Source: an optimization exercise on an open RTL-to-GDS flow (aim: small area, a short achievable clock period and few clock cycles). Production flows keep margins and buffers that such runs may drop.
Only simulation tests tie the RTL to the original design; equivalence was not proved.

==> indigo: inputs <==
==> flow/design.v <==
module bin_ext_gcd #(
  parameter NBITS = 256) (
  input               clk,
  input               rst_n,
  input               enable_p,
  input  [NBITS-1 :0] x,
  input  [NBITS-1 :0] y,
  output [NBITS+2 :0] a,
  output [NBITS+2 :0] b,
  output [NBITS-1 :0] gcd,
  output              done_irq_p
);
localparam CW = NBITS + 3;    
localparam AW = NBITS + 4;    
reg              busy;
reg              done_r;
reg              fin;         
reg              phase;       
reg  [7:0]       k;           
reg  [NBITS-1:0] u;
reg  [NBITS-1:0] vs;          
reg  [CW-1:0]    Au, Bu, An, Bn;
reg              ninit;       
reg  [NBITS-1:0] xr, yr;      
reg              sub, shu, shv, selU, gVa, gVo, tforce, t2, mp1, mp2, mm1;
function [9:0] ctl;
  input ph, u0, u1, v0, v1;             
  input au0, au1, an0, an1, bu0, bu1, bn0, bn1;
  input sga, sgb;
  input yo, yb1, xb1;
  reg su, sv, sb, hu, hv, tf, d1, tt, a0, a1, b0, b1, p1, p2, n1, od;
  begin
    hv = ph | (u0 & ~v0);
    hu = ~ph & ~u0;
    sb = ~ph & u0 & v0;
    tf = ph | (~u0 & ~v0);
    su = hu | sb;
    sv = hv | sb;
    d1 = sb ? (u1 ^ v1) : (hu ? u1 : v1);
    tt = ~tf & ~d1;
    a0 = (su & au0) ^ (sv & an0);
    a1 = (su & au1) ^ (sv & an1) ^ (su & au0 & sv & an0);
    b0 = (su & bu0) ^ (sv & bn0);
    b1 = (su & bu1) ^ (sv & bn1) ^ (su & bu0 & sv & bn0);
    if (yo) begin
      p2 = tt & a1 & ~a0;
      p1 = tt & a0 & (a1 ^ yb1);
      n1 = tt & a0 & ~(a1 ^ yb1);
      od = ~tt & a0;
      p1 = p1 | (od & sga);
      n1 = n1 | (od & ~sga);
    end else begin
      p2 = tt & b1 & ~b0;
      p1 = tt & b0 & ~(b1 ^ xb1);
      n1 = tt & b0 & (b1 ^ xb1);
      od = ~tt & b0;
      p1 = p1 | (od & ~sgb);
      n1 = n1 | (od & sgb);
    end
    ctl = {sb, hu, hv, su, sv, tf, tt, p1, p2, n1};
  end
endfunction
wire [NBITS:0] s0, s1;
wire           eq;                        
cmp_add #(.W(NBITS+1)) add_uv (.a({1'b0, u}), .b({1'b1, vs}), .s0(s0), .s1(s1), .pall(eq));
wire           dest_v = s0[NBITS];        
wire [NBITS-1:0] u_sub = t2 ? {1'b0, s1[NBITS:2]} : s1[NBITS:1];
wire [NBITS-1:0] v_sub = t2 ? {s0[NBITS], s0[NBITS:2]} : s0[NBITS:1];
wire [NBITS-1:0] u_sh  = t2 ? {2'b00, u[NBITS-1:2]} : {1'b0, u[NBITS-1:1]};
wire [NBITS-1:0] v_sh  = t2 ? {2'b11, vs[NBITS-1:2]} : {1'b1, vs[NBITS-1:1]};
wire [CW-1:0] opa1 = selU ? Au : {CW{1'b0}};
wire [CW-1:0] opa2 = gVa ? An : {CW{1'b0}};
wire [CW-1:0] opb1 = selU ? Bu : {CW{1'b0}};
wire [CW-1:0] opb2 = ({CW{gVa}} & Bn) | {CW{gVo}};
wire [AW-1:0] yx = {{(AW-NBITS){1'b0}}, yr};
wire [AW-1:0] xx = {{(AW-NBITS){1'b0}}, xr};
wire [AW-1:0] ta = ({AW{mp1}} & yx) | ({AW{mp2}} & {yx[AW-2:0], 1'b0}) | ({AW{mm1}} & ~yx);
wire [AW-1:0] tb = ({AW{mm1}} & xx) | ({AW{mp1}} & ~xx) | ({AW{mp2}} & ~{xx[AW-2:0], 1'b0});
wire          ia = mm1;
wire          ib = mp1 | mp2;
wire [AW-1:0] a1x = {opa1[CW-1], opa1};
wire [AW-1:0] a2x = {opa2[CW-1], opa2};
wire [AW-1:0] b1x = {opb1[CW-1], opb1};
wire [AW-1:0] b2x = {opb2[CW-1], opb2};
wire [AW-1:0] sa_s = a1x ^ a2x ^ ta;
wire [AW-1:0] sa_c = {(a1x[AW-2:0] & a2x[AW-2:0]) | (a1x[AW-2:0] & ta[AW-2:0]) | (a2x[AW-2:0] & ta[AW-2:0]), ia};
wire [AW-1:0] sb_s = b1x ^ b2x ^ tb;
wire [AW-1:0] sb_c = {(b1x[AW-2:0] & b2x[AW-2:0]) | (b1x[AW-2:0] & tb[AW-2:0]) | (b2x[AW-2:0] & tb[AW-2:0]), ib};
wire [AW-1:0] sa, sb;
skl_add #(.W(AW)) add_a (.a(sa_s), .b(sa_c), .cin(1'b0), .s(sa));
skl_add #(.W(AW)) add_b (.a(sb_s), .b(sb_c), .cin(1'b0), .s(sb));
wire [CW-1:0] ra = t2 ? {sa[AW-1], sa[AW-1:2]} : sa[CW:1];
wire [CW-1:0] rb = t2 ? {sb[AW-1], sb[AW-1:2]} : sb[CW:1];
wire step    = busy & ~fin & (phase | ~eq);
wire wr_u    = step & (shu | (sub & ~dest_v));    
wire phase_n = ~phase & tforce;                    
wire [NBITS-1:0] u_n  = sub ? u_sub : u_sh;        
wire [NBITS-1:0] vs_n = sub ? v_sub : v_sh;        
function [10:0] gv;
  input [9:0] c;
  input       ni;
  begin
    gv = {c[9:6], c[5] & ~ni, c[5] & ni, c[4:0]};
  end
endfunction
wire [1:0] an_lo = ninit ? 2'b00 : An[1:0];
wire [1:0] bn_lo = ninit ? 2'b11 : Bn[1:0];
wire       an_sg = ~ninit & An[CW-1];
wire       bn_sg = ninit | Bn[CW-1];
wire [9:0] ctl_u = ctl(phase_n, u_n[0], u_n[1], ~vs[0], ~vs[1],
                       ra[0], ra[1], an_lo[0], an_lo[1], rb[0], rb[1], bn_lo[0], bn_lo[1],
                       an_sg, bn_sg, yr[0], yr[1], xr[1]);
wire [9:0] ctl_v = ctl(phase_n, u[0], u[1], ~vs_n[0], ~vs_n[1],
                       Au[0], Au[1], ra[0], ra[1], Bu[0], Bu[1], rb[0], rb[1],
                       Au[CW-1], Bu[CW-1], yr[0], yr[1], xr[1]);
wire [9:0] ctl_l = ctl(1'b0, x[0], x[1], y[0], y[1],
                       1'b1, 1'b0, 1'b0, 1'b0, 1'b0, 1'b0, 1'b1, 1'b1,
                       1'b0, 1'b0, y[0], y[1], x[1]);
always @(posedge clk) begin
  xr <= x;
  yr <= y;
end
always @(posedge clk) begin
  if (enable_p)
    {sub, shu, shv, selU, gVa, gVo, tforce, t2, mp1, mp2, mm1} <= gv(ctl_l, 1'b1);
  else if (step)
    {sub, shu, shv, selU, gVa, gVo, tforce, t2, mp1, mp2, mm1} <= wr_u ? gv(ctl_u, ninit) : gv(ctl_v, 1'b0);
end
always @(posedge clk or negedge rst_n) begin
  if (!rst_n) begin
    busy   <= 1'b0;
    done_r <= 1'b0;
    fin    <= 1'b0;
    phase  <= 1'b0;
    k      <= 8'd0;
  end else begin
    done_r <= 1'b0;
    if (enable_p) begin
      busy  <= 1'b1;
      fin   <= 1'b0;
      phase <= 1'b0;
      k     <= 8'd0;
    end else if (busy) begin
      if (fin) begin
        if (k == 8'd0) begin
          busy   <= 1'b0;
          fin    <= 1'b0;
          done_r <= 1'b1;
        end else begin
          k <= k - 8'd1;
        end
      end else if (phase) begin
        phase <= 1'b0;
        k     <= k + 8'd1;
      end else if (eq) begin
        if (k == 8'd0) begin
          busy   <= 1'b0;
          done_r <= 1'b1;
        end else begin
          fin <= 1'b1;
        end
      end else if (tforce) begin
        phase <= 1'b1;
      end
    end
  end
end
always @(posedge clk) begin
  if (enable_p) begin
    u    <= x;
    vs   <= ~y;
    Au   <= {{(CW-1){1'b0}}, 1'b1};
    Bu   <= {CW{1'b0}};
    ninit <= 1'b1;
  end else if (busy & fin) begin
    if (k != 8'd0) u <= {u[NBITS-2:0], 1'b0};
  end else if (step) begin
    if (wr_u) begin
      u    <= u_n;
      Au   <= ra;
      Bu   <= rb;
    end else begin
      vs   <= vs_n;
      ninit <= 1'b0;
      An   <= ra;
      Bn   <= rb;
    end
  end
end
assign a          = Au;
assign b          = Bu;
assign gcd        = u;
assign done_irq_p = done_r;
endmodule
module skl_add #(parameter W = 260) (
  input  [W-1:0] a,
  input  [W-1:0] b,
  input          cin,
  output [W-1:0] s
);
  localparam L = 9;             
  reg [W:0] g, p, gn, pn;
  integer l, i, j;
  always @(*) begin
    j = 0;
    g = {a & b, cin};
    p = {a ^ b, 1'b0};
    for (l = 0; l < L; l = l + 1) begin
      gn = g;
      pn = p;
      for (i = 0; i <= W; i = i + 1) begin
        if ((i >> l) & 1) begin
          j = ((i >> l) << l) - 1;
          gn[i] = g[i] | (p[i] & g[j]);
          pn[i] = p[i] & p[j];
        end
      end
      g = gn;
      p = pn;
    end
  end
  assign s = a ^ b ^ g[W-1:0];
endmodule
module cmp_add #(parameter W = 257) (
  input  [W-1:0] a,
  input  [W-1:0] b,
  output [W-1:0] s0,
  output [W-1:0] s1,
  output         pall           
);
  localparam L = 9;             
  reg [W-1:0] g, p, gn, pn;
  integer l, i, j;
  always @(*) begin
    j = 0;
    g = a & b;
    p = a ^ b;
    for (l = 0; l < L; l = l + 1) begin
      gn = g;
      pn = p;
      for (i = 0; i < W; i = i + 1) begin
        if ((i >> l) & 1) begin
          j = ((i >> l) << l) - 1;
          gn[i] = g[i] | (p[i] & g[j]);
          pn[i] = p[i] & p[j];
        end
      end
      g = gn;
      p = pn;
    end
  end
  assign s0 = a ^ b ^ {g[W-2:0], 1'b0};
  assign s1 = a ^ b ^ {g[W-2:0] | p[W-2:0], 1'b1};
  assign pall = p[W-2];
endmodule
==> flow/flow/run.sh <==
#!/bin/bash
set -euo pipefail
bash standard.sh SETUP_SLACK_MARGIN=8 \
  "BUFFER_PORTS_ARGS=-buffer_cell sky130_fd_sc_hd__buf_1" finish > make_finish.log 2>&1
==> flow/standard.sh <==
#!/bin/bash
# synth_recipe.tcl (not shown) runs the flow's synth.tcl, then flattens the netlist and writes it again
# the make line also repeats each setting of config.mk as NAME=value (left out here)
make -C /OpenROAD-flow-scripts/flow DESIGN_CONFIG=/design/flow/config.mk WORK_HOME=/design/flow/orfs CLKGATE_MAP_FILE= SYNTH_SCRIPT=/design/flow/synth_recipe.tcl "${@:-finish}"
==> flow/config.mk <==
export PLATFORM = sky130hd
export DESIGN_NAME = bin_ext_gcd
export DESIGN_NICKNAME = bin_ext_gcd
export VERILOG_FILES = /design/flow/design.v
export SDC_FILE = /design/flow/constraint.sdc
export NUM_CORES = 8
export LEC_CHECK = 0
export CAP_MARGIN = 30
export CORE_MARGIN = 2
export CORE_UTILIZATION = 40
export PLACE_DENSITY = 0.6
export SLEW_MARGIN = 50
export TNS_END_PERCENT = 5
==> flow/constraint.sdc <==
create_clock -name core_clock -period 14.0 [get_ports {clk}]
set_input_delay 2.8000 -clock core_clock [delete_from_list [all_inputs] [get_ports {clk}]]
set_output_delay 2.8000 -clock core_clock [all_outputs]
set_load 0.01 [all_outputs]
==> inputs of maple, as changes to indigo <==
--- a/flow/design.v
+++ b/flow/design.v
@@ -63,5 +63,6 @@
 wire [NBITS:0] s0, s1;
-wire           eq;                        
-cmp_add #(.W(NBITS+1)) add_uv (.a({1'b0, u}), .b({1'b1, vs}), .s0(s0), .s1(s1), .pall(eq));
-wire           dest_v = s0[NBITS];        
+cmp_add #(.W(NBITS+1)) add_uv (.a({1'b0, u}), .b({1'b1, vs}), .s0(s0), .s1(s1), .pall());
+wire           gt, eq;
+cmp4 #(.W(NBITS)) cmp_uv (.u(u), .vs(vs), .gt(gt), .eq(eq));
+wire           dest_v = ~gt;              
 wire [NBITS-1:0] u_sub = t2 ? {1'b0, s1[NBITS:2]} : s1[NBITS:1];
@@ -200,24 +201,44 @@
 );
-  localparam L = 9;             
-  reg [W:0] g, p, gn, pn;
-  integer l, i, j;
+  localparam NG = (W + 3) / 4;   
+  localparam L  = 7;             
+  reg [4*NG-1:0] g, p, c;
+  reg [NG-1:0]   gg, gp, tg, tp, ng, np;
+  reg [NG:0]     cg;             
+  integer l, i, q;
   always @(*) begin
-    j = 0;
-    g = {a & b, cin};
-    p = {a ^ b, 1'b0};
+    g = {{(4*NG-W){1'b0}}, a & b};
+    p = {{(4*NG-W){1'b0}}, a ^ b};
+    for (i = 0; i < NG; i = i + 1) begin
+      gg[i] = g[4*i+3] | (p[4*i+3] & g[4*i+2]) | (p[4*i+3] & p[4*i+2] & g[4*i+1])
+            | (p[4*i+3] & p[4*i+2] & p[4*i+1] & g[4*i]);
+      gp[i] = p[4*i+3] & p[4*i+2] & p[4*i+1] & p[4*i];
+    end
+    tg = gg;
+    tp = gp;
+    q = 0;
     for (l = 0; l < L; l = l + 1) begin
-      gn = g;
-      pn = p;
-      for (i = 0; i <= W; i = i + 1) begin
+      ng = tg;
+      np = tp;
+      for (i = 0; i < NG; i = i + 1) begin
         if ((i >> l) & 1) begin
-          j = ((i >> l) << l) - 1;
-          gn[i] = g[i] | (p[i] & g[j]);
-          pn[i] = p[i] & p[j];
+          q = ((i >> l) << l) - 1;
+          ng[i] = tg[i] | (tp[i] & tg[q]);
+          np[i] = tp[i] & tp[q];
         end
       end
-      g = gn;
-      p = pn;
-    end
-  end
-  assign s = a ^ b ^ g[W-1:0];
+      tg = ng;
+      tp = np;
+    end
+    cg[0] = cin;
+    for (i = 0; i < NG; i = i + 1)
+      cg[i+1] = tg[i] | (tp[i] & cin);
+    for (i = 0; i < NG; i = i + 1) begin
+      c[4*i]   = cg[i];
+      c[4*i+1] = g[4*i] | (p[4*i] & cg[i]);
+      c[4*i+2] = g[4*i+1] | (p[4*i+1] & g[4*i]) | (p[4*i+1] & p[4*i] & cg[i]);
+      c[4*i+3] = g[4*i+2] | (p[4*i+2] & g[4*i+1]) | (p[4*i+2] & p[4*i+1] & g[4*i])
+               | (p[4*i+2] & p[4*i+1] & p[4*i] & cg[i]);
+    end
+  end
+  assign s = a ^ b ^ c[W-1:0];
 endmodule
@@ -230,26 +251,76 @@
 );
-  localparam L = 9;             
-  reg [W-1:0] g, p, gn, pn;
-  integer l, i, j;
+  localparam NG = (W + 3) / 4;
+  localparam L  = 7;
+  reg [4*NG-1:0] g, p, c0, c1;
+  reg [NG-1:0]   gg, gp, tg, tp, ng, np;
+  reg [NG:0]     cg0, cg1;
+  integer l, i, q;
   always @(*) begin
-    j = 0;
-    g = a & b;
-    p = a ^ b;
+    g = {{(4*NG-W){1'b0}}, a & b};
+    p = {{(4*NG-W){1'b0}}, a ^ b};
+    for (i = 0; i < NG; i = i + 1) begin
+      gg[i] = g[4*i+3] | (p[4*i+3] & g[4*i+2]) | (p[4*i+3] & p[4*i+2] & g[4*i+1])
+            | (p[4*i+3] & p[4*i+2] & p[4*i+1] & g[4*i]);
+      gp[i] = p[4*i+3] & p[4*i+2] & p[4*i+1] & p[4*i];
+    end
+    tg = gg;
+    tp = gp;
+    q = 0;
     for (l = 0; l < L; l = l + 1) begin
-      gn = g;
-      pn = p;
-      for (i = 0; i < W; i = i + 1) begin
+      ng = tg;
+      np = tp;
+      for (i = 0; i < NG; i = i + 1) begin
         if ((i >> l) & 1) begin
-          j = ((i >> l) << l) - 1;
-          gn[i] = g[i] | (p[i] & g[j]);
-          pn[i] = p[i] & p[j];
+          q = ((i >> l) << l) - 1;
+          ng[i] = tg[i] | (tp[i] & tg[q]);
+          np[i] = tp[i] & tp[q];
         end
       end
-      g = gn;
-      p = pn;
-    end
-  end
-  assign s0 = a ^ b ^ {g[W-2:0], 1'b0};
-  assign s1 = a ^ b ^ {g[W-2:0] | p[W-2:0], 1'b1};
-  assign pall = p[W-2];
+      tg = ng;
+      tp = np;
+    end
+    cg0[0] = 1'b0;
+    cg1[0] = 1'b1;
+    for (i = 0; i < NG; i = i + 1) begin
+      cg0[i+1] = tg[i];
+      cg1[i+1] = tg[i] | tp[i];
+    end
+    for (i = 0; i < NG; i = i + 1) begin
+      c0[4*i]   = cg0[i];
+      c0[4*i+1] = g[4*i] | (p[4*i] & cg0[i]);
+      c0[4*i+2] = g[4*i+1] | (p[4*i+1] & g[4*i]) | (p[4*i+1] & p[4*i] & cg0[i]);
+      c0[4*i+3] = g[4*i+2] | (p[4*i+2] & g[4*i+1]) | (p[4*i+2] & p[4*i+1] & g[4*i])
+                | (p[4*i+2] & p[4*i+1] & p[4*i] & cg0[i]);
+      c1[4*i]   = cg1[i];
+      c1[4*i+1] = g[4*i] | (p[4*i] & cg1[i]);
+      c1[4*i+2] = g[4*i+1] | (p[4*i+1] & g[4*i]) | (p[4*i+1] & p[4*i] & cg1[i]);
+      c1[4*i+3] = g[4*i+2] | (p[4*i+2] & g[4*i+1]) | (p[4*i+2] & p[4*i+1] & g[4*i])
+                | (p[4*i+2] & p[4*i+1] & p[4*i] & cg1[i]);
+    end
+  end
+  assign s0 = a ^ b ^ c0[W-1:0];
+  assign s1 = a ^ b ^ c1[W-1:0];
+  assign pall = &p[W-2:0];
 endmodule
+module cmp4 #(parameter W = 256) (
+  input  [W-1:0] u,
+  input  [W-1:0] vs,
+  output         gt,
+  output         eq
+);
+  reg [W-1:0] g, e;
+  integer l, i;
+  always @(*) begin
+    g = u & vs;               
+    e = u ^ vs;               
+    for (l = 1; (W >> (2 * l)) > 0; l = l + 1) begin
+      for (i = 0; i < (W >> (2 * l)); i = i + 1) begin
+        g[i] = g[4*i+3] | (e[4*i+3] & g[4*i+2]) | (e[4*i+3] & e[4*i+2] & g[4*i+1])
+             | (e[4*i+3] & e[4*i+2] & e[4*i+1] & g[4*i]);
+        e[i] = e[4*i+3] & e[4*i+2] & e[4*i+1] & e[4*i];
+      end
+    end
+  end
+  assign gt = g[0];
+  assign eq = e[0];
+endmodule
==> inputs of onyx, as changes to indigo <==
--- a/flow/design.v
+++ b/flow/design.v
@@ -63,5 +63,6 @@
 wire [NBITS:0] s0, s1;
-wire           eq;                        
-cmp_add #(.W(NBITS+1)) add_uv (.a({1'b0, u}), .b({1'b1, vs}), .s0(s0), .s1(s1), .pall(eq));
-wire           dest_v = s0[NBITS];        
+cmp_add #(.W(NBITS+1)) add_uv (.a({1'b0, u}), .b({1'b1, vs}), .s0(s0), .s1(s1), .pall());
+wire           gt, eq;
+cmp4 #(.W(NBITS)) cmp_uv (.u(u), .vs(vs), .gt(gt), .eq(eq));
+wire           dest_v = ~gt;              
 wire [NBITS-1:0] u_sub = t2 ? {1'b0, s1[NBITS:2]} : s1[NBITS:1];
@@ -255 +256,23 @@
 endmodule
+module cmp4 #(parameter W = 256) (
+  input  [W-1:0] u,
+  input  [W-1:0] vs,
+  output         gt,
+  output         eq
+);
+  reg [W-1:0] g, e;
+  integer l, i;
+  always @(*) begin
+    g = u & vs;               
+    e = u ^ vs;               
+    for (l = 1; (W >> (2 * l)) > 0; l = l + 1) begin
+      for (i = 0; i < (W >> (2 * l)); i = i + 1) begin
+        g[i] = g[4*i+3] | (e[4*i+3] & g[4*i+2]) | (e[4*i+3] & e[4*i+2] & g[4*i+1])
+             | (e[4*i+3] & e[4*i+2] & e[4*i+1] & g[4*i]);
+        e[i] = e[4*i+3] & e[4*i+2] & e[4*i+1] & e[4*i];
+      end
+    end
+  end
+  assign gt = g[0];
+  assign eq = e[0];
+endmodule
==> reports/metrics.csv <==
metric;value;unit
ctsResizeCount;350;
seq_area_frac;0.289;
outcome;complete, no violations;
synthTopCellsByCount;nand2_1 (2317), a21oi_1 (1621), nor2_1 (1267);
gr-usage-met2;0.533;
cp_top_family;compound AO/OA/AOI/OAI gates;
drt-vias-per-instance;6.34;
# the run above: onyx

==> reports/metrics.csv <==
metric;value;unit
cts_max_path_buffers;4;
drc;0;
io_buffers;1289;
gr-usage-met2;0.554;
cp_top_family;compound AO/OA/AOI/OAI gates;
seq_area_frac;0.290;
worst_hold_path_type;register to register;
drt-vias-per-instance;6.28;
outcome;complete, no violations;
# the run above: indigo

==> reports/metrics.csv <==
metric;value;unit
outcome;complete, no violations;
rsz0062_at_grt;yes;
cp_top_family;simple AND/OR/NAND/NOR gates;
synth-seq-area-share;0.345;
io_buffers;1289;
synthesis.nets;18900;
ctsResizeCount;376;
drt-vias-per-instance;6.14;
gr-usage-met2;0.553;
# the run above: maple

Testbench counts of indigo, summed over its fixed seeds: cycles 67,681.
Testbench counts of maple, summed over its fixed seeds: cycles 67,681.
Testbench counts of onyx, summed over its fixed seeds: cycles 67,681.

## static timing again, ports no longer ideal
No port has a modelled driver above. Below, the same layouts with a new extraction and two added sets of constraints.
Step 1 (the two cells are an assumption about what drives the block):
set clk [get_ports {clk}]
set_driving_cell -lib_cell sky130_fd_sc_hd__clkbuf_16 $clk
set_driving_cell -lib_cell sky130_fd_sc_hd__buf_2 [delete_from_list [all_inputs] $clk]
Step 2 moves the port delays by t, midway between the first and last clock arrival at a register: inputs arrive t later, outputs are due t later. That takes back most of the time a late clock gives input paths.
Slacks: no drivers / after step 1 / after step 2; pairs: no drivers / after step 1.
run | t (ns) | slack for setup (ns) | pins driven straight from the clock port
indigo | 1.074 | 7.762 / 7.762 / 7.176 | 1
maple | 1.046 | 7.682 / 7.682 / 7.292 | 1
onyx | 1.039 | 7.840 / 7.840 / 7.290 | 1
After both steps setup and hold are still met in every run listed. The setup slack of indigo, which loses most, moves by 0.000 ns with the drivers and by -0.586 ns with both steps.
